This design comes from an exercise in tuning for small area and a short achievable clock period on the open sky130 flow, not from production work. At most, simulation tests tie the RTL to the original design; equivalence was not proved. No functional check of the RTL was part of runs 5 and 6. Power figures rest on the tool's default switching activity, not on a simulated workload.

==> flow/design.v (outline; a module is shown in full before it is edited, if it fits) <==
// module add4rpl: 23 lines
// module addsub8: 34 lines
// module alu_log: 23 lines
// module bcd_adj: 52 lines
// module mx81_8: 64 lines
// module rg8l: 19 lines
// module rg8l2: 28 lines
// module s_reg: 41 lines
// module adl_mux: 28 lines
// module adh_mux: 25 lines
// module prog_cnt: 71 lines
// module m6502alu: 128 lines
// module op_dcd: 1209 lines
// module op_sel: 501 lines
// module op_sync: 208 lines
// module m6502_org: 178 lines
module m6502_org (clk,
   addr,
   dataenb,
   datai,
   datao,
   irq_n,
   nmi_n,
   sob_n,
   res_n,
   rdy,
   vpa,
   sync,
   we_n
   );
  // ...
==> flow/flow/run.sh <==
#!/bin/bash
set -e
cp standard.sh standard_copy.sh.txt
export BUFFER_PORTS_ARGS="-buffer_cell sky130_fd_sc_hd__buf_4"
bash standard.sh > standard.log 2>&1
==> flow/standard.sh <==
#!/bin/bash
# synth_recipe.tcl (not shown) runs the flow's synth.tcl, then flattens the netlist and writes it again
# the make line also repeats each setting of config.mk as NAME=value (left out here)
make -C /OpenROAD-flow-scripts/flow DESIGN_CONFIG=/design/flow/config.mk WORK_HOME=/design/flow/orfs CLKGATE_MAP_FILE= SYNTH_SCRIPT=/design/flow/synth_recipe.tcl "${@:-finish}"
==> flow/config.mk <==
export PLATFORM = sky130hd
export DESIGN_NAME = m6502_org
export DESIGN_NICKNAME = m6502_org
export VERILOG_FILES = /design/flow/design.v
export SDC_FILE = /design/flow/constraint.sdc
export NUM_CORES = 4
export LEC_CHECK = 0
export ABC_AREA = 1
export CAP_MARGIN = 20
export CORE_MARGIN = 2
export CORE_UTILIZATION = 40
export CTS_BUF_LIST = sky130_fd_sc_hd__clkbuf_8
export CTS_CLUSTER_DIAMETER = 100
export CTS_CLUSTER_SIZE = 30
export PLACE_DENSITY = 0.6
export SETUP_SLACK_MARGIN = 5
export SLEW_MARGIN = 20
==> flow/constraint.sdc <==
create_clock -name core_clock -period 10.0 [get_ports {clk}]
set_input_delay 2.0000 -clock core_clock [delete_from_list [all_inputs] [get_ports {clk}]]
set_output_delay 2.0000 -clock core_clock [all_outputs]
set_load 0.01 [all_outputs]
==> notes.md, run 1 <==
# TYPE chip_impl_metric gauge
chip_impl_metric{name="io_buffer_count",unit=""} 41
chip_impl_metric{name="core",unit="um^2"} 34400
chip_impl_info{name="crit_family",value="simple AND/OR/NAND/NOR gates"} 1
chip_impl_metric{name="synth-edff-count",unit=""} 83
chip_impl_metric{name="power_frac_seq",unit="%"} 29.4
chip_impl_metric{name="post-route-min-period",unit="ps"} 4900
chip_impl_metric{name="seq_cell_power",unit="mW"} 1.03
chip_impl_metric{name="finalHoldWorstSlack",unit="ps"} 361
chip_impl_metric{name="grt.met2_usage",unit="%"} 53.4
chip_impl_info{name="outcome",value="complete, no violations"} 1
chip_impl_info{name="timing.hold.worst_endpoint",value="sm.nmi2$_DFF_P_"} 1
chip_impl_metric{name="worst_pin_slew",unit="ps"} 1150
chip_impl_metric{name="worst_slew_margin_rel",unit="%"} 23.0
chip_impl_metric{name="vdd_drop_max",unit="uV"} 179
chip_impl_metric{name="synth-adder-area-share",unit="%"} 5.79
chip_impl_metric{name="place_inst",unit=""} 2514
chip_impl_metric{name="grt_pass1_wl",unit="mm"} 87.8
chip_impl_metric{name="synth-compound-area-share",unit="%"} 19.7
chip_impl_metric{name="floorplan.initialDensity",unit="%"} 40.4
chip_impl_metric{name="maxSlewViolCount",unit=""} 0
chip_impl_info{name="critPathCaptureType",value="primary output"} 1
chip_impl_info{name="r2r_start",value="sm.opcd.ido[7]$_DFFE_PP_"} 1
chip_impl_info{name="rr_endpoint",value="srg.dataol[6]$_SDFFE_PP0P_"} 1
chip_impl_metric{name="synth_async_sr_flop_share",unit="%"} 0
chip_impl_metric{name="cap_violations",unit=""} 0
chip_impl_metric{name="drive_gt1_share",unit="%"} 10.8
chip_impl_metric{name="r2r_setup_slack",unit="ps"} 5240
chip_impl_metric{name="multi_input_cells",unit=""} 1525
chip_impl_metric{name="synthToLayoutAreaGrowth",unit="%"} 10.2
==> run 2: changes to the inputs <==
==> flow/flow/run.sh (replaced) <==
#!/bin/bash
set -e
cp standard.sh standard_copy.sh.txt
export BUFFER_PORTS_ARGS="-buffer_cell sky130_fd_sc_hd__buf_4"
export SETUP_SLACK_MARGIN=5.5
bash standard.sh > standard.log 2>&1
--- a/flow/config.mk
+++ b/flow/config.mk
@@ -10,8 +10,4 @@
 export CORE_MARGIN = 2
 export CORE_UTILIZATION = 40
-export CTS_BUF_LIST = sky130_fd_sc_hd__clkbuf_8
-export CTS_CLUSTER_DIAMETER = 100
-export CTS_CLUSTER_SIZE = 30
 export PLACE_DENSITY = 0.6
-export SETUP_SLACK_MARGIN = 5
 export SLEW_MARGIN = 20
==> run 2 against run 1 <==
- clock power grew 33%
- critical path type unchanged
- largest power group unchanged
- total power is 19% higher
- maximum frequency grew 4.8%
- still clean on timing, DRC and antenna
- register-to-register slack gained 300 ps
- via count rose by 3.7%
- critical endpoint is now addr[14]
==> notes.md, run 2 <==
# TYPE chip_impl_metric gauge
chip_impl_info{name="outcome",value="complete, no violations"} 1
chip_impl_metric{name="power_frac_seq",unit="%"} 24.7
chip_impl_metric{name="place_inst",unit=""} 2514
chip_impl_metric{name="synthToLayoutAreaGrowth",unit="%"} 19.2
chip_impl_metric{name="setup_viol",unit=""} 0
chip_impl_metric{name="initial_antenna_violation_count",unit=""} 0
chip_impl_metric{name="grt_remaining_overflow",unit=""} 0
chip_impl_info{name="final_cell_mix",value="nand2_1 (423), inv_1 (263), nor2_1 (207), nand3_1 (146), o21ai_0 (139)"} 1
chip_impl_metric{name="vdd_drop_max",unit="uV"} 184
chip_impl_info{name="leading_cell_types_by_total_area_after_synthesis",value="edfxtp_1 (18%), dfxtp_1 (12%), nand2_1 (12%)"} 1
chip_impl_metric{name="synth_async_sr_flop_share",unit="%"} 0
chip_impl_metric{name="gp_congestion",unit=""} 1.02
chip_impl_info{name="registers.top_by_ff_count",value="pc.pc"} 1
chip_impl_metric{name="critical_path_arrival",unit="ps"} 2680
chip_impl_info{name="tritoncts_clock_tree",value="done"} 1
chip_impl_metric{name="chipWidth",unit="um"} 190
chip_impl_metric{name="maxSlewViolCount",unit=""} 0
chip_impl_metric{name="clock_buffer_count_from_cts",unit=""} 17
chip_impl_metric{name="drt-wirelength-per-cell",unit="um"} 23.3
chip_impl_metric{name="io_buffer_count",unit=""} 41
chip_impl_info{name="mostFrequentLayoutCell",value="nand2_1"} 1
chip_impl_metric{name="number_of_synthesized_register_bits",unit=""} 168
chip_impl_metric{name="clkSinkCount",unit=""} 168
chip_impl_metric{name="first_iter_violations",unit=""} 1644
chip_impl_metric{name="cts-hold-fix-buffers",unit=""} 0
chip_impl_metric{name="seq_area_frac_synth",unit="%"} 30.2
chip_impl_metric{name="antenna-diode-count",unit=""} 0
chip_impl_metric{name="largest_net_degree_at_the_start_of_global_routing",unit=""} 55
chip_impl_metric{name="first_pass_iters",unit=""} 9
chip_impl_metric{name="vias",unit=""} 15700
chip_impl_info{name="worstSetupStartpointType",value="register"} 1
chip_impl_info{name="cts-root-buf",value="clkbuf_16"} 1
chip_impl_metric{name="std_cell_rows",unit=""} 68
chip_impl_info{name="critPathCaptureType",value="primary output"} 1
chip_impl_metric{name="number_of_flip_flops_under_the_largest_register_name",unit=""} 16
chip_impl_metric{name="power.switching",unit="mW"} 1.96
chip_impl_info{name="leading_area_contributor_after_synthesis",value="edfxtp_1"} 1
chip_impl_metric{name="drt_drc_violations_left",unit=""} 0
chip_impl_info{name="yosys.cell_count.top_type",value="nand2_1"} 1
chip_impl_metric{name="mappedNetlistNets",unit=""} 2142
chip_impl_metric{name="floorplan.io_pins",unit=""} 42
chip_impl_metric{name="die-area",unit="um^2"} 36200
chip_impl_metric{name="routed_wirelength",unit="mm"} 61.3
chip_impl_metric{name="fin_worst_skew",unit="ps"} 19.9
chip_impl_info{name="critPathKind",value="register to primary output"} 1
chip_impl_metric{name="post_synth_instance_area",unit="um^2"} 13900
chip_impl_metric{name="core",unit="um^2"} 34400
chip_impl_info{name="grt_setup_unrepaired",value="true"} 1
chip_impl_info{name="biggestRegsByFlops",value="pc.pc x16, sm.alu_ctl x12"} 1
chip_impl_metric{name="grt_pass1_wl",unit="mm"} 89.9
chip_impl_metric{name="detailed_place_hpwl",unit="mm"} 46.1
chip_impl_metric{name="drive_gt1_share",unit="%"} 17.4
chip_impl_metric{name="crit_path_max_fanout",unit=""} 4
chip_impl_metric{name="cts.htree.levels",unit=""} 4
chip_impl_metric{name="cp.required",unit="ps"} 8000
chip_impl_metric{name="global_route_usage_over_all_layers",unit="%"} 33.1
chip_impl_metric{name="nNetsFinal",unit=""} 2238
chip_impl_metric{name="clock_power_share",unit="%"} 16.6
chip_impl_metric{name="cell_internal_pwr",unit="mW"} 2.21
chip_impl_metric{name="yosys_warnings",unit=""} 7
chip_impl_metric{name="cts_buffer_depth",unit=""} 2
chip_impl_metric{name="routed_via_density",unit=""} 5.96
chip_impl_metric{name="cap_violations",unit=""} 0
chip_impl_metric{name="synth-edff-count",unit=""} 83
chip_impl_metric{name="dieHeight",unit="um"} 190
chip_impl_metric{name="worst_pin_slew",unit="ps"} 1180
chip_impl_metric{name="clk_pin_slew",unit="ps"} 80
chip_impl_metric{name="p_per_area",unit="nW/um^2"} 252
chip_impl_metric{name="final_antenna_net_count",unit=""} 0
chip_impl_metric{name="final_hold_viol_count",unit=""} 0
chip_impl_info{name="min_path_type",value="register to register"} 1
chip_impl_metric{name="post-route-min-period",unit="ps"} 4680
chip_impl_metric{name="synth.avg_cell_area",unit="um^2"} 6.71
chip_impl_info{name="synth-main-ff-cell",value="dfxtp_1"} 1
chip_impl_metric{name="power.share.switching",unit="%"} 46.9
chip_impl_metric{name="floorplan.initialDensity",unit="%"} 40.4
chip_impl_metric{name="fill_cell_total_of_the_finished_layout",unit=""} 3602
chip_impl_metric{name="insertion_delay",unit="ps"} 450
chip_impl_metric{name="layout.cells.non_filler",unit=""} 2632
chip_impl_metric{name="synth.distinct_cells",unit=""} 69
chip_impl_metric{name="grt_pass1_vias",unit=""} 14600
chip_impl_metric{name="top_cell_type_s_share_of_synthesized_area",unit="%"} 18.0
chip_impl_metric{name="fin_crit_sh",unit="%"} 46.8
chip_impl_metric{name="p_comb_share",unit="%"} 58.6
chip_impl_metric{name="worst_slew_margin_rel",unit="%"} 21.1
chip_impl_metric{name="syn-instance-count",unit=""} 2068
chip_impl_info{name="post_synth_most_frequent_cells",value="nand2_1 (443), inv_1 (283), nor2_1 (222)"} 1
chip_impl_metric{name="achievable-frequency",unit="MHz"} 214
chip_impl_metric{name="fin_tns_setup",unit="ps"} 0
chip_impl_metric{name="power_leakage",unit="nW"} 7.42
[run 2: changes by cell type in the layout (fill, tap and decap cells not counted), moves of 17 or more]
cell | before | now
buf_4 | 72 | 113
buf_6 | 0 | 20
clkbuf_16 | 0 | 17
clkbuf_8 | 17 | 0
inv_1 | 280 | 263
nand2_1 | 442 | 423
o21ai_0 | 158 | 139
[run 2: through the flow]
| step | utilization, % | power (mW) | hold WS (ps) | setup WS (ps) | instance area [um^2] |
|---|---|---|---|---|---|
| final | 48.1 | 4.17 | 356 | 5320 | 16500 |
| after global routing | 48.1 | 4.40 | 362 | 5230 | 16500 |
| after CTS | 46.6 | 3.85 | 358 | 5350 | 16000 |
| after detailed placement | 42.3 | 2.83 | 345 | 4500 | 14600 |
| after global placement | 42.3 | 2.82 | 337 | 4710 | 14600 |
| after floorplan | - | 2.25 | 331 | 5540 | 13900 |
[run 2: repair_timing]
item | in CTS | in global routing
endpoints found under the setup margin | 77 | 57
gates cloned | 3 | 0
resized for setup | 117 | 85
buffers inserted | 54 | 29
pin swaps | 24 | 26
[run 2: cells by family (layout without fill, tap and decap cells)]
group	after synthesis	count (layout)	synth area share, %
flip-flops	168	168	30.2
XOR/XNOR	43	43	2.72
buffers and inverters	375	483	10.5
AND/OR/NAND/NOR	980	981	31.0
adder cells (fa/ha/maj)	60	60	5.79
AO/OA/AOI/OAI	442	442	19.7
[run 2: critical path, cell delays in order (launching register included)]
cell and delay (ps):
edfxtp_1 440, ha_2 220, inv_1 60, fa_2 390, inv_1 60, nor2_1 50, nor2_2 140, inv_2 80
o21ai_2 170, nand3_2 140, o22ai_1 170, nand2_1 70, o21ai_0 100, buf_4 160
[run 2: power groups by stage]
stage / sequential [mW] / combinational (mW) / clock (mW)
finish: 1.03 / 2.44 / 0.693
global route: 1.04 / 2.64 / 0.719
CTS: 1.03 / 2.13 / 0.691
detailed placement: 1.05 / 1.79 / 0
global placement: 1.05 / 1.77 / 0
floorplan: 0.981 / 1.27 / 0
[run 2: final cells by class]
class | count | area [um^2] | area share (%)
Clock inverter | 15 | 168 | 1.01
Multi-Input combinational cell | 1526 | 8830 | 53.4
Timing Repair Buffer | 136 | 1120 | 6.76
Inverter | 314 | 1220 | 7.39
Clock buffer | 17 | 425 | 2.57
Sequential cell | 168 | 4200 | 25.4
Timing Repair inverter | 1 | 5.00 | 0.0303
Tap cell | 455 | 569 | 3.44
[run 2: metal layers]
metal  GRT usage, %  share of wire, %
met3           4.53               8.1
met1           42.7                41
met5              0                 0
met4           15.2               4.7
met2           55.1                46
[run 2: worst paths after layout]
check                        start  depth (start not counted)                to  slack, ps
min reg2reg        sm.nmi1$_DFF_P_                          0   sm.nmi2$_DFF_P_        360
max          alu.jreg[4]$_DFFE_PP_                         13          addr[14]       5320
max reg2reg  alu.jreg[4]$_DFFE_PP_                         22  sm.syncl$_DFF_P_       5540
min                sm.nmi1$_DFF_P_                          0   sm.nmi2$_DFF_P_        360
==> run 3: changes to the inputs <==
==> flow/flow/run.sh (replaced) <==
#!/bin/bash
set -e
cp standard.sh standard_copy.sh.txt
export BUFFER_PORTS_ARGS="-buffer_cell sky130_fd_sc_hd__buf_4"
bash standard.sh > standard.log 2>&1
--- a/flow/config.mk
+++ b/flow/config.mk
@@ -6,8 +6,8 @@
 export NUM_CORES = 4
 export LEC_CHECK = 0
-export ABC_AREA = 1
 export CAP_MARGIN = 20
 export CORE_MARGIN = 2
 export CORE_UTILIZATION = 40
 export PLACE_DENSITY = 0.6
+export SETUP_SLACK_MARGIN = 5
 export SLEW_MARGIN = 20
==> run 3 against run 2 <==
- still clean
- critical path depth decreased by 6
- first-iteration DRC count rose by 9.6%
- clock power grew 4.0%
- wire length shrank 5.1%
- global-route usage decreased by 1.3 points
- sequential share of layout area is 1.1 points higher
- sequential power is essentially flat
- clock skew is 1.7 ps higher
- largest power group unchanged
- highest routed layer unchanged
==> notes.md, run 3 <==
# TYPE chip_impl_metric gauge
chip_impl_metric{name="initial_antenna_violation_count",unit=""} 1
chip_impl_info{name="registers.top_by_ff_count",value="pc.pc"} 1
chip_impl_metric{name="yosys_warnings",unit=""} 7
chip_impl_metric{name="mappedNetlistNets",unit=""} 1757
chip_impl_metric{name="insertion_delay",unit="ps"} 470
chip_impl_info{name="synth-main-ff-cell",value="dfxtp_1"} 1
chip_impl_metric{name="achievable-frequency",unit="MHz"} 201
chip_impl_metric{name="routed_wirelength",unit="mm"} 58.1
chip_impl_metric{name="cts_buffer_depth",unit=""} 2
chip_impl_metric{name="die-area",unit="um^2"} 36900
chip_impl_info{name="tritoncts_clock_tree",value="done"} 1
chip_impl_metric{name="nNetsFinal",unit=""} 1770
chip_impl_metric{name="number_of_synthesized_register_bits",unit=""} 168
chip_impl_metric{name="clk_pin_slew",unit="ps"} 90
chip_impl_info{name="critPathCaptureType",value="primary output"} 1
chip_impl_metric{name="whs_path_depth",unit=""} 0
chip_impl_metric{name="top_cell_type_s_share_of_synthesized_area",unit="%"} 17.6
chip_impl_info{name="worstHoldStart",value="sm.nmi1$_DFF_P_"} 1
chip_impl_metric{name="critical_path.n_buffers_inverters",unit=""} 2
chip_impl_metric{name="core",unit="um^2"} 34700
chip_impl_metric{name="drt-wirelength-per-cell",unit="um"} 26.9
chip_impl_metric{name="std_cell_rows",unit=""} 68
chip_impl_metric{name="grt_remaining_overflow",unit=""} 0
chip_impl_metric{name="clkSinkCount",unit=""} 168
chip_impl_metric{name="grt_pass1_wl",unit="mm"} 87.3
chip_impl_metric{name="clock_power_share",unit="%"} 18.4
chip_impl_metric{name="maxSlewViolCount",unit=""} 0
chip_impl_metric{name="m1WireLength",unit="mm"} 23.9
chip_impl_info{name="leading_area_contributor_after_synthesis",value="edfxtp_1"} 1
chip_impl_metric{name="post-route-min-period",unit="ps"} 4980
chip_impl_metric{name="final_antenna_net_count",unit=""} 0
chip_impl_info{name="highest-signal-layer",value="met4"} 1
chip_impl_metric{name="drive_gt1_share",unit="%"} 16.7
chip_impl_metric{name="worst_pin_slew",unit="ps"} 1150
chip_impl_info{name="crit_path_cell_trace",value="fa_1 > o221ai_1 > a211o_2 > inv_1 > mux4_2 > mux2_4 > buf_4"} 1
chip_impl_metric{name="clock_buffer_count_from_cts",unit=""} 17
chip_impl_metric{name="chipWidth",unit="um"} 192
chip_impl_info{name="crit_family",value="multiplexers"} 1
chip_impl_metric{name="reg2regPathDepth",unit=""} 10
chip_impl_metric{name="gp_congestion",unit=""} 0.986
chip_impl_metric{name="final_critical_path_setup_slack",unit="ps"} 5020
chip_impl_metric{name="cts-hold-fix-buffers",unit=""} 0
chip_impl_metric{name="met3RoutedLength",unit="mm"} 4.90
chip_impl_metric{name="vdd_drop_max",unit="uV"} 245
chip_impl_metric{name="utilization",unit="%"} 45.6
chip_impl_metric{name="number_of_flip_flops_under_the_largest_register_name",unit=""} 16
chip_impl_metric{name="fin_tns_setup",unit="ps"} 0
chip_impl_metric{name="r2r_setup_slack",unit="ps"} 5200
chip_impl_info{name="yosys.cell_count.top_type",value="nand2_1"} 1
chip_impl_metric{name="power_leakage",unit="nW"} 6.23
chip_impl_metric{name="fin_worst_skew",unit="ps"} 21.6
chip_impl_metric{name="p_comb_share",unit="%"} 55.5
chip_impl_metric{name="grt_pass1_vias",unit=""} 13500
chip_impl_metric{name="post_synth_instance_area",unit="um^2"} 14100
chip_impl_metric{name="floorplan.io_pins",unit=""} 42
chip_impl_metric{name="layout.cells.non_filler",unit=""} 2165
chip_impl_metric{name="finalHoldWorstSlack",unit="ps"} 353
chip_impl_metric{name="power_frac_seq",unit="%"} 26.1
chip_impl_metric{name="drt_drc_violations_left",unit=""} 0
chip_impl_info{name="r2r_start",value="sm.opcd.ido[1]$_DFFE_PP_"} 1
chip_impl_metric{name="first_iter_violations",unit=""} 1802
chip_impl_info{name="biggestRegsByFlops",value="pc.pc x16, sm.alu_ctl x12"} 1
chip_impl_info{name="min_path_type",value="register to register"} 1
chip_impl_metric{name="dieHeight",unit="um"} 192
chip_impl_info{name="rr_endpoint",value="alu.jreg[4]$_DFFE_PP_"} 1
chip_impl_metric{name="syn-instance-count",unit=""} 1683
chip_impl_info{name="timing.hold.worst_endpoint",value="sm.nmi2$_DFF_P_"} 1
chip_impl_metric{name="place_inst",unit=""} 2091
chip_impl_info{name="cts-root-buf",value="clkbuf_16"} 1
chip_impl_metric{name="cell_internal_pwr",unit="mW"} 2.13
chip_impl_metric{name="largest_net_degree_at_the_start_of_global_routing",unit=""} 66
chip_impl_metric{name="met2RoutedLength",unit="mm"} 26.3
chip_impl_metric{name="synth-edff-count",unit=""} 83
chip_impl_metric{name="detailedPlace.worstSlack",unit="ps"} 4810
chip_impl_info{name="outcome",value="complete, no violations"} 1
chip_impl_info{name="post_synth_most_frequent_cells",value="nand2_1 (158), nor2_1 (151), a21oi_1 (101)"} 1
chip_impl_metric{name="synth_async_sr_flop_share",unit="%"} 0
chip_impl_metric{name="fin_crit_sh",unit="%"} 49.8
chip_impl_metric{name="power.switching",unit="mW"} 1.79
chip_impl_metric{name="first_pass_iters",unit=""} 5
chip_impl_metric{name="p_per_area",unit="nW/um^2"} 247
chip_impl_metric{name="cp.required",unit="ps"} 8000
chip_impl_metric{name="final_hold_viol_count",unit=""} 0
chip_impl_metric{name="floorplan.initialDensity",unit="%"} 40.7
chip_impl_metric{name="cts.htree.levels",unit=""} 4
chip_impl_metric{name="io_buffer_count",unit=""} 41
chip_impl_metric{name="crit_path_max_fanout",unit=""} 7
chip_impl_info{name="worstSetupStartpointType",value="register"} 1
chip_impl_metric{name="seq_area_frac_synth",unit="%"} 29.7
chip_impl_metric{name="routed_via_density",unit=""} 6.50
chip_impl_metric{name="synth.distinct_cells",unit=""} 115
chip_impl_info{name="timing.critical_path.slowest_stage_cell",value="edfxtp_1"} 1
chip_impl_info{name="final_cell_mix",value="nand2_1 (158), nor2_1 (150), buf_4 (114), a21oi_1 (95), o21ai_0 (95)"} 1
chip_impl_metric{name="synth.avg_cell_area",unit="um^2"} 8.40
chip_impl_metric{name="detailed_place_hpwl",unit="mm"} 42.9
chip_impl_metric{name="cap_violations",unit=""} 0
chip_impl_metric{name="global_route_usage_over_all_layers",unit="%"} 31.8
chip_impl_metric{name="power.share.switching",unit="%"} 45.6
chip_impl_metric{name="critical-path-max-stage-delay",unit="ps"} 540
chip_impl_info{name="mostFrequentLayoutCell",value="nand2_1"} 1
chip_impl_metric{name="vias",unit=""} 14100
chip_impl_metric{name="synthToLayoutAreaGrowth",unit="%"} 12.0
chip_impl_metric{name="worst_slew_margin_rel",unit="%"} 22.8
chip_impl_info{name="leading_cell_types_by_total_area_after_synthesis",value="edfxtp_1 (18%), dfxtp_1 (12%), ha_1 (4.7%)"} 1
chip_impl_info{name="grt_setup_unrepaired",value="true"} 1
chip_impl_metric{name="critical_path_arrival",unit="ps"} 2980
chip_impl_metric{name="setup_viol",unit=""} 0
chip_impl_info{name="critPathKind",value="register to primary output"} 1
## run 3: cell count changes after synthesis, moves of 25 or more
| cell | delta |
|---|---|
| a21o_1 | +25 |
| mux2i_1 | +45 |
| mux2_2 | +30 |
| o21ai_0 | -66 |
| nand3_1 | -117 |
| nor2_1 | -71 |
| nand2_1 | -285 |
| nand2b_1 | +27 |
| inv_1 | -193 |
| nor2b_1 | +26 |
| clkbuf_1 | +25 |
## run 3: layout make-up
class                      instances  area, um^2
antenna                            1        2.50
inverter                          96         364
tap                              455         569
timing repair buffer             115         876
fill                            3395       18900
clock inverter                    15         203
multi-input combinational       1298        9200
clock buffer                      17         425
sequential                       168        4200
## run 3: worst max-delay path by stage
stage	start	to	slack, ps	cells after the start
after global placement	rdy	srg.dataol[7]$_SDFFE_PP0P_	4910	15
after CTS	alu.jreg[0]$_DFFE_PP_	datao[0]	4870	8
after detailed placement	sm.opcd.ido[6]$_DFFE_PP_	srg.dataol[7]$_SDFFE_PP0P_	4810	20
final	alu.jreg[0]$_DFFE_PP_	datao[0]	5020	7
after global routing	alu.jreg[6]$_DFFE_PP_	sm.syncl$_DFF_P_	4950	21
after floorplan	rdy	srg.dataol[7]$_SDFFE_PP0P_	5390	15
## run 3: kinds of logic after synthesis
logic type                 after synthesis  share of synthesized area, %
and+or+nand+nor                        584                          20.9
AOI/OAI and AO/OA                      520                          26.3
buffers and inverters                  217                          6.41
DFF                                    168                          29.7
muxes                                   93                          8.44
adders and majority gates               61                          5.75
xor gates and xnor gates                40                          2.57
## run 3: layer usage
layer / up-vias / track usage (%)
met5: - / 0
met4: 0 / 15.6
met3: 160 / 5.43
met2: 814 / 50.1
met1: 6789 / 42.2
li1: 6299 / -
## run 3: timing repair
item	CTS	global route
endpoints found under the setup margin	15	21
buffers inserted	10	30
pin swaps	2	9
resized for setup	9	25
hold endpoints to repair	0	0
## run 3: power by group through the flow
stage / clock [mW] / sequential, mW / combinational (mW)
after floorplan: 0 / 0.968 / 1.42
after global placement: 0 / 1.05 / 1.91
after detailed placement: 0 / 1.05 / 1.92
after CTS: 0.722 / 1.03 / 1.98
after global routing: 0.750 / 1.03 / 2.38
final: 0.721 / 1.02 / 2.18
## run 3: through the flow
step	total power [mW]	cell area [um^2]
after CTS	3.73	15500
after detailed placement	2.97	14700
after global routing	4.16	15800
after floorplan	2.39	14100
final	3.92	15800
after global placement	2.96	14700
==> run 4: changes to the inputs <==
--- a/flow/config.mk
+++ b/flow/config.mk
@@ -6,4 +6,5 @@
 export NUM_CORES = 4
 export LEC_CHECK = 0
+export ABC_AREA = 1
 export CAP_MARGIN = 20
 export CORE_MARGIN = 2
==> run 4 against run 3 <==
- die area down 1.9%
- wire length is 1.4% higher
- first-iteration DRC count rose by 5.3%
- register-to-register slack better by 190 ps
- critical path type unchanged
- cell count grew 19%
- clock-buffer cell count did not move
- worst setup slack improved by 74 ps
- sequential share of layout area grew 0.59 points
- area after synthesis fell by 1.9%
- total power decreased by 6.2%
- clock power decreased by 4.0%
- non-clock buffer count decreased by 42
==> notes.md, run 4 <==
# TYPE chip_impl_metric gauge
chip_impl_metric{name="post_synth_instance_area",unit="um^2"} 13900
chip_impl_metric{name="fin_area",unit="um^2"} 15500
chip_impl_metric{name="first_pass_iters",unit=""} 6
chip_impl_metric{name="global_route_usage_over_all_layers",unit="%"} 32.3
chip_impl_info{name="gr-max-usage-layer",value="met2"} 1
chip_impl_metric{name="synth.distinct_cells",unit=""} 69
chip_impl_metric{name="floorplan.initialDensity",unit="%"} 40.4
chip_impl_info{name="timing.critical_path.slowest_stage_cell",value="fa_1"} 1
chip_impl_metric{name="std_cell_rows",unit=""} 68
chip_impl_metric{name="number_of_synthesized_register_bits",unit=""} 168
chip_impl_metric{name="critical_path_arrival",unit="ps"} 2910
chip_impl_metric{name="insertion_delay",unit="ps"} 450
chip_impl_info{name="critPathCaptureType",value="primary output"} 1
chip_impl_metric{name="routed_via_density",unit=""} 5.89
chip_impl_metric{name="syn-instance-count",unit=""} 2068
chip_impl_metric{name="initial_antenna_violation_count",unit=""} 0
chip_impl_metric{name="design_power_total",unit="mW"} 3.68
chip_impl_metric{name="maxSlewViolCount",unit=""} 0
chip_impl_metric{name="vdd_drop_max",unit="uV"} 177
chip_impl_metric{name="met3_resource_use_gr",unit="%"} 3.72
chip_impl_metric{name="setup_viol",unit=""} 0
chip_impl_info{name="path_common_cell",value="inv_1"} 1
chip_impl_info{name="yosys.cell_count.top_type",value="nand2_1"} 1
chip_impl_metric{name="placedInstanceArea",unit="um^2"} 14600
chip_impl_metric{name="fill_cell_total_of_the_finished_layout",unit=""} 3719
chip_impl_metric{name="grt_pass1_vias",unit=""} 14100
chip_impl_metric{name="clkSinkCount",unit=""} 168
chip_impl_info{name="outcome",value="complete, no violations"} 1
chip_impl_metric{name="drt-wirelength-per-cell",unit="um"} 23.0
chip_impl_metric{name="vias",unit=""} 15100
chip_impl_metric{name="cts-hold-fix-buffers",unit=""} 0
chip_impl_metric{name="cp.required",unit="ps"} 8000
chip_impl_info{name="min_path_type",value="register to register"} 1
chip_impl_metric{name="grt_remaining_overflow",unit=""} 0
chip_impl_info{name="synth-main-ff-cell",value="dfxtp_1"} 1
chip_impl_metric{name="io_buffer_count",unit=""} 41
chip_impl_metric{name="antenna-diode-count",unit=""} 0
chip_impl_metric{name="detailed_place_hpwl",unit="mm"} 46.1
chip_impl_info{name="final_cell_mix",value="nand2_1 (441), inv_1 (280), nor2_1 (215), o21ai_0 (157), nand3_1 (155)"} 1
chip_impl_info{name="worstSetupStartpointType",value="register"} 1
chip_impl_metric{name="grt.met2_usage",unit="%"} 53.5
chip_impl_metric{name="grt_pass1_wl",unit="mm"} 87.6
chip_impl_metric{name="chipWidth",unit="um"} 190
chip_impl_info{name="biggestRegsByFlops",value="pc.pc x16, sm.alu_ctl x12"} 1
chip_impl_metric{name="clk_pin_slew",unit="ps"} 80
chip_impl_metric{name="drive_gt1_share",unit="%"} 10.9
chip_impl_info{name="mostFrequentLayoutCell",value="nand2_1"} 1
chip_impl_metric{name="cap_violations",unit=""} 0
chip_impl_metric{name="top_cell_type_s_share_of_synthesized_area",unit="%"} 18.0
chip_impl_info{name="registers.top_by_ff_count",value="pc.pc"} 1
chip_impl_info{name="leading_cell_types_by_total_area_after_synthesis",value="edfxtp_1 (18%), dfxtp_1 (12%), nand2_1 (12%)"} 1
chip_impl_metric{name="fin_worst_skew",unit="ps"} 23.4
chip_impl_metric{name="synthToLayoutAreaGrowth",unit="%"} 11.7
chip_impl_info{name="cts-root-buf",value="clkbuf_16"} 1
chip_impl_metric{name="nNetsFinal",unit=""} 2175
chip_impl_metric{name="worst_pin_slew",unit="ps"} 1160
chip_impl_metric{name="final_hold_viol_count",unit=""} 0
chip_impl_metric{name="synth.avg_cell_area",unit="um^2"} 6.71
chip_impl_metric{name="cts.htree.levels",unit=""} 4
chip_impl_metric{name="power_leakage",unit="nW"} 7.00
chip_impl_metric{name="critical-path-max-stage-delay",unit="ps"} 440
chip_impl_metric{name="routed_wirelength",unit="mm"} 59.0
chip_impl_metric{name="core",unit="um^2"} 34400
chip_impl_info{name="crit_path_cell_trace",value="ha_1 > inv_1 > fa_1 > nor2_1 > inv_1 > nand3_1 > inv_2 > a21oi_1 > o21ai_1 > nand3_2 > o22ai_1 > nand2_1 > o21ai_0 > buf_4"} 1
chip_impl_metric{name="synth-edff-count",unit=""} 83
chip_impl_metric{name="achievable-frequency",unit="MHz"} 204
chip_impl_metric{name="crit_path_max_fanout",unit=""} 4
chip_impl_metric{name="number_of_flip_flops_under_the_largest_register_name",unit=""} 16
chip_impl_info{name="tritoncts_clock_tree",value="done"} 1
chip_impl_info{name="post_synth_most_frequent_cells",value="nand2_1 (443), inv_1 (283), nor2_1 (222)"} 1
chip_impl_metric{name="p_per_area",unit="nW/um^2"} 237
chip_impl_metric{name="met1_usage",unit="%"} 42.6
chip_impl_metric{name="fin_crit_sh",unit="%"} 49.1
chip_impl_metric{name="die-area",unit="um^2"} 36200
chip_impl_metric{name="gp_congestion",unit=""} 1.02
chip_impl_metric{name="synth_async_sr_flop_share",unit="%"} 0
chip_impl_metric{name="dieHeight",unit="um"} 190
chip_impl_metric{name="drt_drc_violations_left",unit=""} 0
chip_impl_metric{name="yosys_warnings",unit=""} 7
chip_impl_metric{name="final_antenna_net_count",unit=""} 0
chip_impl_info{name="critPathKind",value="register to primary output"} 1
chip_impl_metric{name="first_iter_violations",unit=""} 1898
chip_impl_metric{name="clock_buffer_count_from_cts",unit=""} 17
chip_impl_metric{name="mappedNetlistNets",unit=""} 2142
chip_impl_info{name="grt_setup_unrepaired",value="true"} 1
chip_impl_metric{name="largest_net_degree_at_the_start_of_global_routing",unit=""} 55
chip_impl_info{name="leading_area_contributor_after_synthesis",value="edfxtp_1"} 1
chip_impl_metric{name="fin_tns_setup",unit="ps"} 0
chip_impl_metric{name="cts_buffer_depth",unit=""} 2
chip_impl_metric{name="floorplan.io_pins",unit=""} 42
chip_impl_metric{name="seq_area_frac_synth",unit="%"} 30.2
chip_impl_metric{name="post-route-min-period",unit="ps"} 4910
chip_impl_metric{name="worst_slew_margin_rel",unit="%"} 22.4
-- run 4: cell count changes in the layout (fill, tap and decap cells not counted), moves of 22 or more --
cell      before  now
a21o_1        25    0
buf_4        114   73
inv_1         90  280
mux2_2        28    0
mux2i_1       45    0
nand2_1      158  441
nand2_2        0   22
nand2b_1      27    0
nand3_1       45  155
nor2_1       150  215
nor2b_1       25    0
o21ai_0       95  157
-- run 4: final cells by class --
cell class / count / area, um^2 / share of cell area (%)
clock inverter: 15 / 168 / 1.08
clock buffer: 17 / 425 / 2.75
sequential: 168 / 4200 / 27.1
tap: 455 / 569 / 3.67
timing repair inverter: 1 / 5.00 / 0.0323
timing repair buffer: 73 / 548 / 3.54
multi-input combinational: 1526 / 8380 / 54.1
inverter: 314 / 1200 / 7.75
-- run 4: what timing repair did --
item | CTS | global route
cloned | 1 | 1
resized for setup | 15 | 31
buffers inserted | 3 | 18
pin swaps | 1 | 1
endpoints found under the setup margin | 16 | 38
-- run 4: power by group --
part / total (mW) / switching [mW] / leakage, nW / internal [mW]
Sequential: 1.04 / 0.132 / 1.56 / 0.903
Combinational: 1.95 / 1.30 / 5.15 / 0.652
Clock: 0.692 / 0.317 / 0.288 / 0.375
Total: 3.68 / 1.74 / 7.00 / 1.93
-- run 4: per-stage QoR --
step	setup WS (ps)	instances	util, %	hold WS, ps
6_report	5090	2569	45.1	358
5_1_grt	4930	2569	45.1	362
4_1_cts	5000	2550	44.3	358
3_5_place_dp	4500	2514	42.3	345
3_3_place_gp	4710	2514	42.3	337
2_1_floorplan	5540	2068	-	331
-- run 4: layer usage --
metal | share of wire [%] | up-vias
met4 | 4.1 | 0
met3 | 7.7 | 141
met5 | 0 | -
met1 | 42 | 7160
li1 | - | 7047
met2 | 46 | 795
-- run 4: critical path: cells and delay by family, from the launching register on --
kind | cells | cell delay [ps]
DFF | 1 | 420
buffers and inverters | 4 | 380
and+or+nand+nor | 4 | 550
AOI/OAI and AO/OA | 4 | 460
adders and majority gates | 2 | 660
-- run 4: worst paths after layout --
path | startpoint | end | slack, ps | cells after the start
setup / recovery | alu.jreg[4]$_DFFE_PP_ | addr[14] | 5090 | 14
hold / removal | sm.nmi1$_DFF_P_ | sm.nmi2$_DFF_P_ | 360 | 0
setup reg to reg | sm.opcd.ido[5]$_DFFE_PP_ | srg.dataol[6]$_SDFFE_PP0P_ | 5390 | 21
hold reg to reg | sm.nmi1$_DFF_P_ | sm.nmi2$_DFF_P_ | 360 | 0
-- run 4: cell families (layout without fill, tap and decap cells) --
| family | count (synthesis) | count (layout) | share of synthesized area (%) |
|---|---|---|---|
| AO/OA/AOI/OAI | 442 | 442 | 19.7 |
| XOR/XNOR | 43 | 43 | 2.72 |
| adder cells (fa/ha/maj) | 60 | 60 | 5.79 |
| buffers and inverters | 375 | 420 | 10.5 |
| flip-flops | 168 | 168 | 30.2 |
| AND/OR/NAND/NOR | 980 | 981 | 31.0 |
==> module m6502alu, before the edit <==
module m6502alu (clk,
   datai,
   datao,
   alu_ctl,
   alu_ctl_nx,
   alu_ld,
   alu2op,
   alu_out,
   alu_bin);
input   clk;
input   [7:0] datai;
input   [7:0] datao;
input   [11:0] alu_ctl;
input   [11:0] alu_ctl_nx;    
input   [2:0] alu_ld;
output  [5:0] alu2op;
output  [7:0] alu_out;
output  [7:0] alu_bin;       
reg     [7:0] jreg;
reg     [7:0] kreg;
reg     [7:0] bx;      
reg     [7:0] log_b;   
function [7:0] addb;
   input [11:0] ctl;
   input [7:0]  k;
   reg   [7:0]  b;
   begin
      b = ctl[7:6] == 2'b00 ? 8'h00 :
          ctl[7:6] == 2'b01 ? {{7{k[7]}}, 1'b1} : k;
      addb = b ^ {8{ctl[0]}};
   end
endfunction
function [7:0] logb;
   input [11:0] ctl;
   input [7:0]  k;
   reg   [7:0]  b;
   begin
      b = ctl[7:6] == 2'b00 ? 8'h00 :
          ctl[7:6] == 2'b01 ? 8'b1 << ctl[10:8] : k;
      logb = ctl[11] ? ~b : b;
   end
endfunction
wire [7:0] kreg_nx = alu_ld[2] ? datai : kreg;
always @(posedge clk) begin
   if (alu_ld[0] | alu_ld[1])
      jreg <= alu_ld[0] ? datai : datao;
   kreg <= kreg_nx;
   bx   <= addb(alu_ctl_nx, kreg_nx);
   log_b <= logb(alu_ctl_nx, kreg_nx);
end
wire       sub    = alu_ctl[0];
wire       cin    = alu_ctl[4];
wire       bcd_en = alu_ctl[3];
wire [1:0] bsel   = alu_ctl[7:6];
wire       addbcd = bcd_en & ~sub;
wire       subbcd = bcd_en & sub;
wire [7:0] p = jreg ^ bx;
wire [7:0] g = jreg & bx;
wire c1 = g[0] | p[0] & cin;
wire c2 = g[1] | p[1] & g[0] | p[1] & p[0] & cin;
wire c3 = g[2] | p[2] & g[1] | p[2] & p[1] & g[0] | p[2] & p[1] & p[0] & cin;
wire c4 = g[3] | p[3] & g[2] | p[3] & p[2] & g[1] | p[3] & p[2] & p[1] & g[0] |
          p[3] & p[2] & p[1] & p[0] & cin;           
wire [3:0] sl = p[3:0] ^ {c3, c2, c1, cin};
wire       sl_ge10 = sl[3] & (sl[2] | sl[1]);
wire lo_a6 = addbcd & (c4 | sl_ge10);
wire lo_aa = subbcd & ~c4;
wire [3:0] lo6 = {sl[3] ^ (sl[2] | sl[1]), ~(sl[2] ^ sl[1]), ~sl[1], sl[0]};
wire [3:0] loa = {~(sl[3] ^ (sl[2] & sl[1])), sl[2] ^ sl[1], ~sl[1], sl[0]};
wire [3:0] out_lo = lo_aa ? loa : lo_a6 ? lo6 : sl;
wire       cin4l = addbcd & sl_ge10;
wire h5g = g[4];
wire h5p = p[4];
wire h6g = g[5] | p[5] & g[4];
wire h6p = p[5] & p[4];
wire h7g = g[6] | p[6] & g[5] | p[6] & p[5] & g[4];
wire h7p = p[6] & p[5] & p[4];
wire h8g = g[7] | p[7] & g[6] | p[7] & p[6] & g[5] | p[7] & p[6] & p[5] & g[4];
wire h8p = p[7] & p[6] & p[5] & p[4];
wire [4:0] hs0 = {h8g,       p[7:4] ^ {h7g, h6g, h5g, 1'b0}};
wire [4:0] hs1 = {h8g | h8p, p[7:4] ^ {h7g | h7p, h6g | h6p, h5g | h5p, 1'b1}};
function [4:0] hi_bcd;    
   input [4:0] hs;
   input       m;
   input       aen;
   input       sen;
   reg         hadj, hadj_sub;
   reg   [3:0] hb;
   reg   [4:0] hf;
   begin
      hadj     = aen & (hs[4] | hs[3] & (hs[2] | hs[1] | m & hs[0]));
      hadj_sub = sen & ~hs[4];
      hb       = hadj_sub ? 4'b1010 : hadj ? 4'b0110 : 4'b0000;
      hf       = {1'b0, hs[3:0]} + {1'b0, hb} + {4'b0, m};
      hi_bcd   = {hs[4] | hf[4] & ~hadj_sub, hf[3:0]};
   end
endfunction
wire [4:0] h00 = hi_bcd(hs0, 1'b0, addbcd, subbcd);
wire [4:0] h01 = hi_bcd(hs0, 1'b1, addbcd, subbcd);
wire [4:0] h10 = hi_bcd(hs1, 1'b0, addbcd, subbcd);
wire [4:0] h11 = hi_bcd(hs1, 1'b1, addbcd, subbcd);
wire [4:0] hsel = c4 ? (cin4l ? h11 : h10) : (cin4l ? h01 : h00);
wire [3:0] out_hi   = hsel[3:0];
wire       bcd_cout = hsel[4];
wire       add_cout = c4 ? hs1[4] : hs0[4];
wire       add_out7 = c4 ? hs1[3] : hs0[3];
wire [2:0] log_ctl = alu_ctl[2:0];
wire [7:0] log_out = log_ctl == 3'b010 ? {jreg[6:0], cin} :
                     log_ctl == 3'b011 ? {cin, jreg[7:1]} :
                     log_ctl == 3'b100 ? jreg & log_b :
                     log_ctl == 3'b101 ? jreg | log_b :
                     log_ctl == 3'b110 ? jreg ^ log_b :
                     ~jreg & log_b;
wire log_cout = log_ctl == 3'b010 ? jreg[7] : jreg[0];
wire arith = alu_ctl[2:1] == 2'b00;
wire [7:0] alu_outl = alu_ctl[5] ? 8'h00 :
                      arith ? {out_hi, out_lo} : log_out;
assign alu_out = alu_outl;
wire [3:0] hbin_s = c4 ? hs1[3:0] : hs0[3:0];
assign alu_bin = alu_ctl[5] ? 8'h00 :
                 arith ? {hbin_s, sl} : log_out;
wire alu_cout  = arith ? bcd_cout : log_cout;
wire z_flag    = alu_outl == 8'h00;
wire n_flag    = alu_outl[7];
wire v_flag    = (~sub ^ jreg[7] ^ kreg[7]) & (add_out7 ^ jreg[7]);
wire bra_carry = add_cout ^ kreg[7] ^ (&jreg);
assign alu2op = {n_flag, v_flag, add_cout, bra_carry, z_flag, alu_cout};
endmodule  
==> run 5: changes to the inputs <==
--- a/flow/design.v
+++ b/flow/design.v
@@ -516,9 +516,6 @@
    end
 endfunction
-wire [4:0] h00 = hi_bcd(hs0, 1'b0, addbcd, subbcd);
-wire [4:0] h01 = hi_bcd(hs0, 1'b1, addbcd, subbcd);
-wire [4:0] h10 = hi_bcd(hs1, 1'b0, addbcd, subbcd);
-wire [4:0] h11 = hi_bcd(hs1, 1'b1, addbcd, subbcd);
-wire [4:0] hsel = c4 ? (cin4l ? h11 : h10) : (cin4l ? h01 : h00);
+wire [4:0] hs  = c4 ? hs1 : hs0;
+wire [4:0] hsel = hi_bcd(hs, cin4l, addbcd, subbcd);
 wire [3:0] out_hi   = hsel[3:0];
 wire       bcd_cout = hsel[4];
==> run 5 against run 4 <==
- flip-flop and latch count unchanged
- final area is 1.3% lower
- via count increased by 1.4%
- synthesized cell count decreased by 0.58%
- highest routed layer unchanged
- still clean on timing, DRC and antenna
- worst setup slack better by 19 ps
- worst hold slack about the same
==> notes.md, run 5 <==
# TYPE chip_impl_metric gauge
chip_impl_info{name="outcome",value="complete, no violations"} 1
chip_impl_metric{name="final_antenna_net_count",unit=""} 0
chip_impl_metric{name="synth-edff-count",unit=""} 83
chip_impl_info{name="leading_cell_types_by_total_area_after_synthesis",value="edfxtp_1 (18%), nand2_1 (14%), dfxtp_1 (13%)"} 1
chip_impl_metric{name="detailed_place_hpwl",unit="mm"} 45.9
chip_impl_metric{name="global_route_usage_over_all_layers",unit="%"} 32.7
chip_impl_info{name="r2r_start",value="sm.opcd.ido[7]$_DFFE_PP_"} 1
chip_impl_metric{name="floorplan.io_pins",unit=""} 42
chip_impl_metric{name="gp_congestion",unit=""} 1.08
chip_impl_info{name="biggestRegsByFlops",value="pc.pc x16, sm.alu_ctl x12"} 1
chip_impl_metric{name="critical_path_arrival",unit="ps"} 2890
chip_impl_metric{name="core",unit="um^2"} 33400
chip_impl_metric{name="fin_tns_setup",unit="ps"} 0
chip_impl_metric{name="dieHeight",unit="um"} 188
chip_impl_metric{name="synth.avg_cell_area",unit="um^2"} 6.60
chip_impl_info{name="min_path_type",value="register to register"} 1
chip_impl_metric{name="largest_net_degree_at_the_start_of_global_routing",unit=""} 58
chip_impl_metric{name="clkSinkCount",unit=""} 168
chip_impl_metric{name="fill_cell_total_of_the_finished_layout",unit=""} 3501
chip_impl_metric{name="vdd_drop_max",unit="uV"} 155
chip_impl_metric{name="routed_via_density",unit=""} 5.98
chip_impl_metric{name="post-route-min-period",unit="ps"} 4890
chip_impl_info{name="crit_start",value="alu.jreg[1]$_DFFE_PP_"} 1
chip_impl_metric{name="first_pass_iters",unit=""} 8
chip_impl_metric{name="cap_violations",unit=""} 0
chip_impl_metric{name="place_inst",unit=""} 2504
chip_impl_metric{name="final_hold_viol_count",unit=""} 0
chip_impl_metric{name="drive_gt1_share",unit="%"} 10.4
chip_impl_metric{name="synthToLayoutAreaGrowth",unit="%"} 12.6
chip_impl_metric{name="mappedNetlistNets",unit=""} 2122
chip_impl_metric{name="setup_viol",unit=""} 0
chip_impl_metric{name="cts-hold-fix-buffers",unit=""} 0
chip_impl_metric{name="cts_buffer_depth",unit=""} 2
chip_impl_metric{name="worst_slew_margin_rel",unit="%"} 34.1
chip_impl_metric{name="std_cell_rows",unit=""} 67
chip_impl_metric{name="cts.htree.levels",unit=""} 4
chip_impl_info{name="critPathCaptureType",value="primary output"} 1
chip_impl_metric{name="p_per_area",unit="nW/um^2"} 218
chip_impl_info{name="worstSetupStartpointType",value="register"} 1
chip_impl_metric{name="chipWidth",unit="um"} 188
chip_impl_metric{name="antenna-diode-count",unit=""} 0
chip_impl_metric{name="cp.required",unit="ps"} 8000
chip_impl_metric{name="floorplan.initialDensity",unit="%"} 40.6
chip_impl_metric{name="clk_pin_slew",unit="ps"} 70
chip_impl_metric{name="post_synth_instance_area",unit="um^2"} 13600
chip_impl_metric{name="top_cell_type_s_share_of_synthesized_area",unit="%"} 18.4
chip_impl_metric{name="io_buffer_count",unit=""} 41
chip_impl_metric{name="nNetsFinal",unit=""} 2172
chip_impl_metric{name="yosys_warnings",unit=""} 7
chip_impl_metric{name="worst_pin_slew",unit="ps"} 980
chip_impl_metric{name="grt_pass1_wl",unit="mm"} 87.9
chip_impl_metric{name="die-area",unit="um^2"} 35400
chip_impl_metric{name="crit_path_max_fanout",unit=""} 6
chip_impl_metric{name="drt_drc_violations_left",unit=""} 0
chip_impl_metric{name="grt_pass1_vias",unit=""} 14200
chip_impl_info{name="worstHoldStart",value="sm.nmi1$_DFF_P_"} 1
chip_impl_metric{name="syn-instance-count",unit=""} 2056
chip_impl_info{name="cts-root-buf",value="clkbuf_16"} 1
chip_impl_metric{name="number_of_synthesized_register_bits",unit=""} 168
chip_impl_metric{name="clock_buffer_count_from_cts",unit=""} 17
chip_impl_info{name="mostFrequentLayoutCell",value="nand2_1"} 1
chip_impl_metric{name="insertion_delay",unit="ps"} 450
chip_impl_metric{name="number_of_flip_flops_under_the_largest_register_name",unit=""} 16
chip_impl_info{name="post_synth_most_frequent_cells",value="nand2_1 (504), inv_1 (281), nor2_1 (225)"} 1
chip_impl_metric{name="achievable-frequency",unit="MHz"} 205
chip_impl_info{name="final_cell_mix",value="nand2_1 (497), inv_1 (274), nor2_1 (220), o21ai_0 (166), nand3_1 (145)"} 1
chip_impl_info{name="critPathKind",value="register to primary output"} 1
chip_impl_info{name="leading_area_contributor_after_synthesis",value="edfxtp_1"} 1
chip_impl_metric{name="synth.distinct_cells",unit=""} 65
chip_impl_metric{name="layout.cells.non_filler",unit=""} 2567
chip_impl_metric{name="fin_crit_sh",unit="%"} 48.9
chip_impl_metric{name="maxSlewViolCount",unit=""} 0
chip_impl_metric{name="detailedPlace.worstSlack",unit="ps"} 4560
chip_impl_metric{name="grt_remaining_overflow",unit=""} 0
chip_impl_metric{name="vias",unit=""} 15400
chip_impl_info{name="registers.top_by_ff_count",value="pc.pc"} 1
chip_impl_metric{name="initial_antenna_violation_count",unit=""} 0
chip_impl_metric{name="final_critical_path_setup_slack",unit="ps"} 5110
chip_impl_info{name="grt_setup_unrepaired",value="true"} 1
chip_impl_metric{name="routed_wirelength",unit="mm"} 58.9
chip_impl_info{name="tritoncts_clock_tree",value="done"} 1
chip_impl_metric{name="seq_area_frac_synth",unit="%"} 30.9
chip_impl_metric{name="fin_worst_skew",unit="ps"} 23.7
chip_impl_metric{name="synth_async_sr_flop_share",unit="%"} 0
chip_impl_metric{name="first_iter_violations",unit=""} 2181
chip_impl_metric{name="power_leakage",unit="nW"} 6.95
chip_impl_metric{name="drt-wirelength-per-cell",unit="um"} 22.9
chip_impl_info{name="synth-main-ff-cell",value="dfxtp_1"} 1
chip_impl_info{name="yosys.cell_count.top_type",value="nand2_1"} 1
==> run 5: kinds of logic (layout without fill, tap and decap cells) <==
kind of cell	count (synthesis)	after routing	share of synthesized area (%)
fa+ha+maj	52	52	5.01
buf+inv	360	423	10.3
simple gates	1018	1018	32.3
compound gates	428	428	19.5
mux	1	1	0.0737
xor+xnor	29	29	1.87
flops	168	168	30.9
==> run 5: final cells by class <==
| class | count | area (um^2) | share of cell area (%) |
|---|---|---|---|
| clock buffer | 19 | 433 | 2.83 |
| clock inverter | 13 | 97.6 | 0.638 |
| inverter | 304 | 1160 | 7.62 |
| multi-input combinational | 1528 | 8180 | 53.5 |
| sequential | 168 | 4200 | 27.4 |
| tap | 448 | 561 | 3.67 |
| timing repair buffer | 87 | 661 | 4.32 |
==> run 5: through the flow <==
step / power [mW] / area [um^2] / hold WS (ps) / util (%)
after floorplan: 1.99 / 13600 / 331 / -
after global placement: 2.49 / 14300 / 334 / 42.7
after detailed placement: 2.51 / 14300 / 355 / 42.8
after CTS: 3.18 / 15000 / 366 / 44.8
after global routing: 3.56 / 15300 / 365 / 45.7
final: 3.34 / 15300 / 358 / 45.7
==> run 5: path summary, 6_finish.rpt <==
| path | slack, ps | cells after the start | end |
|---|---|---|---|
| setup / recovery | 5110 | 12 | addr[12] |
| hold / removal | 360 | 0 | sm.nmi2$_DFF_P_ |
| setup reg to reg | 5170 | 27 | srg.dataol[7]$_SDFFE_PP0P_ |
| hold reg to reg | 360 | 0 | sm.nmi2$_DFF_P_ |
==> run 5: layer usage <==
layer / part of all wire (%) / track usage [%]
met4: 6.1 / 16.9
met2: 44 / 51.8
met3: 8.4 / 5.25
met1: 41 / 43.1
met5: 0 / 0
==> run 5: report_power, final <==
group          switching (mW)  total, mW  internal [mW]  leakage (nW)
logic                    1.10       1.68          0.580          5.14
registers               0.139       1.04          0.899          1.56
clock network           0.305      0.625          0.320         0.247
total                    1.54       3.34           1.80          6.95
==> run 5: timing repair <==
action,CTS,global route
gates resized for setup,12,43
endpoints found under the setup margin,19,24
setup buffers,12,18
pin swaps,2,10
==> run 5: critical path: stages, from the launching register on <==
cell and delay [ps]:
edfxtp_1 490, ha_4 360, inv_1 60, nor2_2 160
nand3_2 140, nand3_4 150, buf_4 130, xor2_1 280
o211ai_1 190, o22ai_1 180, nand2_1 80, o21ai_0 90
buf_4 150
==> run 6: changes to the inputs <==
--- a/flow/config.mk
+++ b/flow/config.mk
@@ -10,4 +10,5 @@
 export CORE_MARGIN = 2
 export CORE_UTILIZATION = 40
+export CTS_BUF_LIST = sky130_fd_sc_hd__clkbuf_8 sky130_fd_sc_hd__clkbuf_16
 export PLACE_DENSITY = 0.6
 export SETUP_SLACK_MARGIN = 5
==> run 6 against run 5 <==
- highest routed layer unchanged
- worst hold slack about the same
- still clean on timing, DRC and antenna
- die area stayed put
- first-iteration DRC count is 2.8% lower
- critical endpoint unchanged
- critical path type unchanged
==> notes.md, run 6 <==
# TYPE chip_impl_metric gauge
chip_impl_info{name="outcome",value="complete, no violations"} 1
chip_impl_metric{name="final_hold_viol_count",unit=""} 0
chip_impl_metric{name="initial_antenna_violation_count",unit=""} 0
chip_impl_metric{name="worst_slew_margin_rel",unit="%"} 34.0
chip_impl_metric{name="number_of_synthesized_register_bits",unit=""} 168
chip_impl_metric{name="synth_xor_area_share",unit="%"} 1.87
chip_impl_metric{name="fin_crit_sh",unit="%"} 48.8
chip_impl_metric{name="seq_area_frac_synth",unit="%"} 30.9
chip_impl_metric{name="cp.required",unit="ps"} 8000
chip_impl_metric{name="yosys_warnings",unit=""} 7
chip_impl_metric{name="setup_viol",unit=""} 0
chip_impl_metric{name="clock_buffer_count_from_cts",unit=""} 17
chip_impl_metric{name="clkSinkCount",unit=""} 168
chip_impl_metric{name="grt_pass1_wl",unit="mm"} 87.9
chip_impl_metric{name="fin_worst_skew",unit="ps"} 23.8
chip_impl_metric{name="cap_violations",unit=""} 0
chip_impl_metric{name="insertion_delay",unit="ps"} 450
chip_impl_metric{name="std_cell_rows",unit=""} 67
chip_impl_info{name="rr_endpoint",value="srg.dataol[7]$_SDFFE_PP0P_"} 1
chip_impl_info{name="mostFrequentLayoutCell",value="nand2_1"} 1
chip_impl_metric{name="dieHeight",unit="um"} 188
chip_impl_metric{name="vias",unit=""} 15400
chip_impl_metric{name="routed_wirelength",unit="mm"} 58.9
chip_impl_metric{name="global_route_usage_over_all_layers",unit="%"} 32.7
chip_impl_metric{name="detailed_place_hpwl",unit="mm"} 45.9
chip_impl_info{name="worstHoldStart",value="sm.nmi1$_DFF_P_"} 1
chip_impl_metric{name="first_iter_violations",unit=""} 2119
chip_impl_metric{name="synth.distinct_cells",unit=""} 65
chip_impl_metric{name="critical_path_arrival",unit="ps"} 2880
chip_impl_metric{name="fin_tns_setup",unit="ps"} 0
chip_impl_metric{name="place_inst",unit=""} 2504
chip_impl_metric{name="achievable-frequency",unit="MHz"} 205
chip_impl_info{name="r2r_start",value="sm.opcd.ido[7]$_DFFE_PP_"} 1
chip_impl_metric{name="largest_net_degree_at_the_start_of_global_routing",unit=""} 58
chip_impl_info{name="leading_area_contributor_after_synthesis",value="edfxtp_1"} 1
chip_impl_metric{name="p_per_area",unit="nW/um^2"} 218
chip_impl_metric{name="synth.avg_cell_area",unit="um^2"} 6.60
chip_impl_metric{name="power_leakage",unit="nW"} 6.96
chip_impl_metric{name="die-area",unit="um^2"} 35400
chip_impl_metric{name="gp_congestion",unit=""} 1.08
chip_impl_metric{name="cts.htree.levels",unit=""} 4
chip_impl_metric{name="synth-adder-area-share",unit="%"} 5.01
chip_impl_metric{name="synth-compound-area-share",unit="%"} 19.5
chip_impl_metric{name="cts_buffer_depth",unit=""} 2
chip_impl_metric{name="grt_remaining_overflow",unit=""} 0
chip_impl_metric{name="post-route-min-period",unit="ps"} 4880
chip_impl_metric{name="synth-edff-count",unit=""} 83
chip_impl_metric{name="floorplan.initialDensity",unit="%"} 40.6
chip_impl_info{name="cts-root-buf",value="clkbuf_16"} 1
chip_impl_metric{name="fill_cell_total_of_the_finished_layout",unit=""} 3502
chip_impl_metric{name="drt-wirelength-per-cell",unit="um"} 22.9
chip_impl_metric{name="post_synth_instance_area",unit="um^2"} 13600
chip_impl_info{name="post_synth_most_frequent_cells",value="nand2_1 (504), inv_1 (281), nor2_1 (225)"} 1
chip_impl_metric{name="first_pass_iters",unit=""} 7
chip_impl_info{name="min_path_type",value="register to register"} 1
chip_impl_metric{name="top_cell_type_s_share_of_synthesized_area",unit="%"} 18.4
chip_impl_metric{name="mappedNetlistNets",unit=""} 2122
chip_impl_metric{name="number_of_flip_flops_under_the_largest_register_name",unit=""} 16
chip_impl_metric{name="chipWidth",unit="um"} 188
chip_impl_info{name="biggestRegsByFlops",value="pc.pc x16, sm.alu_ctl x12"} 1
chip_impl_metric{name="floorplan.io_pins",unit=""} 42
chip_impl_metric{name="reg2regPathDepth",unit=""} 27
chip_impl_info{name="registers.top_by_ff_count",value="pc.pc"} 1
chip_impl_info{name="timing.hold.worst_endpoint",value="sm.nmi2$_DFF_P_"} 1
chip_impl_metric{name="io_buffer_count",unit=""} 41
chip_impl_metric{name="crit_path_max_fanout",unit=""} 6
chip_impl_metric{name="maxSlewViolCount",unit=""} 0
chip_impl_metric{name="synthMuxAreaShare",unit="%"} 0.0737
chip_impl_info{name="critPathCaptureType",value="primary output"} 1
chip_impl_info{name="tritoncts_clock_tree",value="done"} 1
chip_impl_metric{name="drt_drc_violations_left",unit=""} 0
chip_impl_metric{name="drive_gt1_share",unit="%"} 10.4
chip_impl_metric{name="whs_path_depth",unit=""} 0
chip_impl_info{name="final_cell_mix",value="nand2_1 (497), inv_1 (276), nor2_1 (220), o21ai_0 (166), nand3_1 (145)"} 1
chip_impl_metric{name="vdd_drop_max",unit="uV"} 154
chip_impl_info{name="leading_cell_types_by_total_area_after_synthesis",value="edfxtp_1 (18%), nand2_1 (14%), dfxtp_1 (13%)"} 1
chip_impl_metric{name="final_antenna_net_count",unit=""} 0
chip_impl_metric{name="syn-instance-count",unit=""} 2056
chip_impl_metric{name="routed_via_density",unit=""} 6.00
chip_impl_metric{name="cts-hold-fix-buffers",unit=""} 0
chip_impl_metric{name="synth_async_sr_flop_share",unit="%"} 0
chip_impl_metric{name="worst_pin_slew",unit="ps"} 980
chip_impl_metric{name="post_synth_and_or_nand_nor_area_fraction",unit="%"} 32.3
chip_impl_info{name="dominant_combinational_cell_family_by_area_after_synthesis",value="simple AND/OR/NAND/NOR gates"} 1
chip_impl_metric{name="layout.cells.non_filler",unit=""} 2568
chip_impl_info{name="grt_setup_unrepaired",value="true"} 1
chip_impl_metric{name="r2r_setup_slack",unit="ps"} 5170
chip_impl_metric{name="clk_pin_slew",unit="ps"} 80
chip_impl_metric{name="nNetsFinal",unit=""} 2172
chip_impl_info{name="worstSetupStartpointType",value="register"} 1
chip_impl_info{name="yosys.cell_count.top_type",value="nand2_1"} 1
chip_impl_metric{name="grt_pass1_vias",unit=""} 14200
chip_impl_info{name="synth-main-ff-cell",value="dfxtp_1"} 1
chip_impl_info{name="critPathKind",value="register to primary output"} 1
chip_impl_metric{name="synthToLayoutAreaGrowth",unit="%"} 12.7
chip_impl_metric{name="core",unit="um^2"} 33400
## run 6: cell counts after synthesis
No cell type changed its count.
## run 6: logic make-up after synthesis
family,count (synthesis)
simple gates,1018
mux,1
compound gates,428
buf+inv,360
xor+xnor,29
flops,168
fa+ha+maj,52
## run 6: how the worst max path moves through the flow
stage / start / endpoint / slack (ps) / cells past startpoint
4_1_cts: sm.alu_ctl[1]$_SDFFCE_PP1P_ / datao[0] / 4940 / 13
6_report: alu.jreg[1]$_DFFE_PP_ / addr[12] / 5120 / 12
2_1_floorplan: rdy / srg.dataol[7]$_SDFFE_PP0P_ / 5170 / 20
3_3_place_gp: rdy / srg.dataol[7]$_SDFFE_PP0P_ / 4640 / 20
5_1_grt: sm.opcd.ido[2]$_DFFE_PP_ / srg.dataol[7]$_SDFFE_PP0P_ / 4790 / 25
3_5_place_dp: rdy / srg.dataol[7]$_SDFFE_PP0P_ / 4560 / 20
## run 6: worst max-delay path, stage by stage, from the launching register on
cell and delay [ps]:
edfxtp_1 490, ha_4 360, inv_1 60, nor2_2 160
nand3_2 140, nand3_4 150, buf_4 130, xor2_1 280
o211ai_1 190, o22ai_1 180, nand2_1 80, o21ai_0 90
buf_4 150
## run 6: stage by stage
stage / hold slack, ps / total power [mW] / setup WS [ps] / util [%] / instance area (um^2)
2_1_floorplan: 331 / 1.99 / 5170 / - / 13600
3_3_place_gp: 334 / 2.49 / 4640 / 42.7 / 14300
3_5_place_dp: 355 / 2.51 / 4560 / 42.8 / 14300
4_1_cts: 366 / 3.18 / 4940 / 44.8 / 15000
5_1_grt: 365 / 3.56 / 4790 / 45.7 / 15300
6_report: 358 / 3.33 / 5120 / 45.7 / 15300
## run 6: report_power, final
group	switching, mW	internal [mW]	leakage (nW)
clock network	0.306	0.318	0.256
registers	0.139	0.898	1.56
logic	1.09	0.580	5.14
## run 6: final cells by class
class / instances / area (um^2) / area share [%]
clock inverter: 15 / 105 / 0.687
timing repair buffer: 87 / 661 / 4.32
tap: 448 / 561 / 3.66
inverter: 304 / 1160 / 7.62
sequential: 168 / 4200 / 27.4
clock buffer: 17 / 425 / 2.78
antenna: 1 / 2.50 / 0.0164
multi-input combinational: 1528 / 8180 / 53.5
## run 6: routing by layer
metal / routed length, um / track usage, %
met4: 3370 / 16.9
met1: 24100 / 43.1
met2: 26200 / 51.8
met5: 0 / 0
met3: 5230 / 5.25
## run 6: what timing repair did
item,4_1_cts,5_1_grt
setup buffers,12,18
endpoints found under the setup margin,19,24
resized for setup,12,43
hold endpoints to repair,0,0
pin swaps,2,10

[afterwards: timing with drivers on the ports]
How much do the figures lean on ideal ports? The routed layouts below were timed once more, with nothing changed but the port constraints. Step 1 (the two cells are an assumption about what drives the block):
set clk [get_ports {clk}]
set_driving_cell -lib_cell sky130_fd_sc_hd__clkbuf_16 $clk
set_driving_cell -lib_cell sky130_fd_sc_hd__buf_2 [delete_from_list [all_inputs] $clk]
Step 2 moves the port delays by t, midway between the first and last clock arrival at a register: inputs arrive t later, outputs are due t later. That takes back most of the time a late clock gives input paths. Slacks: ideal ports / drivers / drivers and shift; pairs: ideal ports / drivers.
run | t, ns | slack for setup (ns) | hold slack, ns
run 1 | 0.541 | 5.098 / 5.047 / 4.644 | 0.361 / 0.361 / 0.361
run 2 | 0.498 | 5.323 / 5.268 / 5.272 | 0.356 / 0.356 / 0.356
run 3 | 0.516 | 5.021 / 4.965 / 4.952 | 0.353 / 0.353 / 0.353
run 4 | 0.502 | 5.095 / 5.035 / 4.899 | 0.358 / 0.358 / 0.358
run 5 | 0.496 | 5.113 / 5.060 / 4.711 | 0.358 / 0.358 / 0.358
run 6 | 0.494 | 5.118 / 5.065 / 4.703 | 0.358 / 0.358 / 0.358
After both steps setup and hold are still met in every run listed. The setup slack of run 1, which loses most, moves by -0.051 ns with the drivers and by -0.454 ns with both steps.
